Context: an optimization exercise on an open-source flow, tuned for small area. The choices shown serve that exercise and are no tape-out recipe. At most, simulation tests tie the RTL to the original design; equivalence was not proved. No activity file was given, so power comes from the tool's default toggle rates.

==> module router_fifo, before the edit <==
module router_fifo(clk,rstn,soft_rst,write_enb,read_enb,lfd_state,data_in,empty,full,data_out);
        input clk,rstn,soft_rst;
        input write_enb,read_enb,lfd_state;
        input [7:0] data_in;
        output empty,full;
        output reg [7:0] data_out;
        reg [8:0] mem [0:15];
        reg       lfd_t;
        reg [4:0] s;
        reg [4:0] z;
        reg       cnz;
        reg [5:0] cm;
        assign empty = s[4];
        assign full  = ~s[4] & (&s[3:0]);
        wire wr = write_enb & ~full;
        wire rd = read_enb & ~empty;
        wire [4:0] s_nx = (wr & ~rd) ? s + 5'd1 : (rd & ~wr) ? s - 5'd1 : s;
        wire [8:0] E = z[4] ? mem[s[3:0]] : 9'd0;
        always @(posedge clk) begin
            if (!rstn) lfd_t <= 1'b0;
            else       lfd_t <= lfd_state;
        end
        integer i;
        always @(posedge clk) begin
            if (wr) begin
                mem[0] <= {lfd_t, data_in};
                for (i = 1; i < 16; i = i + 1)
                    mem[i] <= mem[i-1];
            end
        end
        always @(posedge clk) begin
            if (!rstn) s <= 5'h1f;
            else       s <= s_nx;
        end
        always @(posedge clk) begin
            if (!rstn)
                z <= 5'h1f;
            else if (soft_rst)
                z <= s_nx;
            else if (rd && !z[4])
                z <= z - 5'd1;
        end
        always @(posedge clk) begin
            if (!rstn || soft_rst)
                data_out <= 8'd0;
            else if (rd || !cnz)
                data_out <= E[7:0] & {8{rd}};
        end
        always @(posedge clk) begin
            if (rd) begin
                if (E[8]) cm <= E[7:2];
                else      cm <= cm - 6'd1;
            end
        end
        always @(posedge clk) begin
            if (!rstn)
                cnz <= 1'b0;
            else if (rd) begin
                if (E[8])            cnz <= 1'b1;
                else if (cm == 6'd0) cnz <= 1'b0;
            end
        end
endmodule
Settings: LEC_CHECK=0, CAP_MARGIN=20, CORE_MARGIN=2, CORE_UTILIZATION=40, CTS_BUF_LIST=sky130_fd_sc_hd__clkbuf_8, CTS_CLUSTER_DIAMETER=80, CTS_CLUSTER_SIZE=24, PLACE_DENSITY=0.6, SLEW_MARGIN=20; clock period 5.0 ns.
run.sh (not shown) runs the stock make flow with config.mk's settings and CLKGATE_MAP_FILE= SYNTH_SCRIPT=/design/flow/synth_recipe.tcl, a recipe that flattens the netlist after the stock synthesis.
Change:
==> flow/design.v (replaced) <==
module router_fifo(clk,rstn,soft_rst,write_enb,read_enb,lfd_state,data_in,empty,full,data_out);
        input clk,rstn,soft_rst;
        input write_enb,read_enb,lfd_state;
        input [7:0] data_in;
        output empty,full;
        output reg [7:0] data_out;
        reg [4:0] rp, wp;
        reg [8:0] mem [0:15];
        reg       lfd_t;
        reg       cnz;
        reg [5:0] cm;
        wire [3:0] weq = wp[3:0] ^ rp[3:0];
        wire       lo_eq = ~|weq;
        assign empty = lo_eq & (wp[4] == rp[4]);
        assign full  = lo_eq & (wp[4] != rp[4]);
        wire wr = write_enb & ~full;
        wire rd = read_enb & ~empty;
        wire [3:0] ra = 4'b1 << rp[1:0];
        wire [3:0] rb = 4'b1 << rp[3:2];
        wire [3:0] wa = 4'b1 << wp[1:0];
        wire [3:0] wb = 4'b1 << wp[3:2];
        reg [8:0] E;
        integer k;
        always @* begin
            E = 9'd0;
            for (k = 0; k < 16; k = k + 1)
                E = E | (mem[k] & {9{ra[k%4] & rb[k/4]}});
        end
        always @(posedge clk) begin
            if (!rstn) lfd_t <= 1'b0;
            else       lfd_t <= lfd_state;
        end
        wire [8:0] wdata = {lfd_t, data_in} & {9{~soft_rst}};
        integer i;
        always @(posedge clk) begin
            for (i = 0; i < 16; i = i + 1)
                if (soft_rst || (wr && wa[i%4] && wb[i/4]))
                    mem[i] <= wdata;
        end
        always @(posedge clk) begin
            if (!rstn) begin
                wp <= 5'd0;
                rp <= 5'd0;
            end else begin
                if (wr) wp <= wp + 5'd1;
                if (rd) rp <= rp + 5'd1;
            end
        end
        always @(posedge clk) begin
            if (!rstn || soft_rst)
                data_out <= 8'd0;
            else if (rd || !cnz)
                data_out <= E[7:0] & {8{rd}};
        end
        always @(posedge clk) begin
            if (rd) begin
                if (E[8]) cm <= E[7:2];
                else      cm <= cm - 6'd1;
            end
        end
        always @(posedge clk) begin
            if (!rstn)
                cnz <= 1'b0;
            else if (rd) begin
                if (E[8])            cnz <= 1'b1;
                else if (cm == 6'd0) cnz <= 1'b0;
            end
        end
endmodule
Result:
- The changed run produced a clean layout
- non-clock buffer count went up by 1
- global-route usage went up by 2.2 points
- clock skew is about the same
- die area rose by 0.56%
- first-iteration DRC count goes down by 21%
- final cell count shrinks by 0.41%
- clock power goes up by about 2%
- via count goes down by 0.58%
- total power falls by 30%
- worst setup slack improves by 140 ps
- wire length climbs by 13%
- cell area is higher by 0.73%
- hold slack improves by 54 ps
- core utilization went up by 0.17 points
The RTL of the second run of this note was laid out without a check of its function.

[separate check: timing with driven ports]
No port has a modelled driver above. Below, the same layouts with a new extraction and two added sets of constraints. Step 1: set_driving_cell puts a clkbuf_16 on clk and a buf_2 on each other input, an assumption about the parent block. Step 2 also shifts input and output timing later by t, the mid clock arrival at the registers, as if the neighbouring blocks saw the same clock. Three values: ideal ports, drivers, drivers and shift; two values: the first two.
| run | t, ns | setup slack, ns | worst setup path at the end |
|---|---|---|---|
| the first run | 0.494 | 1.536 / 1.499 / 1.994 | register to output |
| the second run | 0.490 | 1.676 / 1.641 / 1.974 | input to register |
After both steps setup and hold are still met in every run listed.
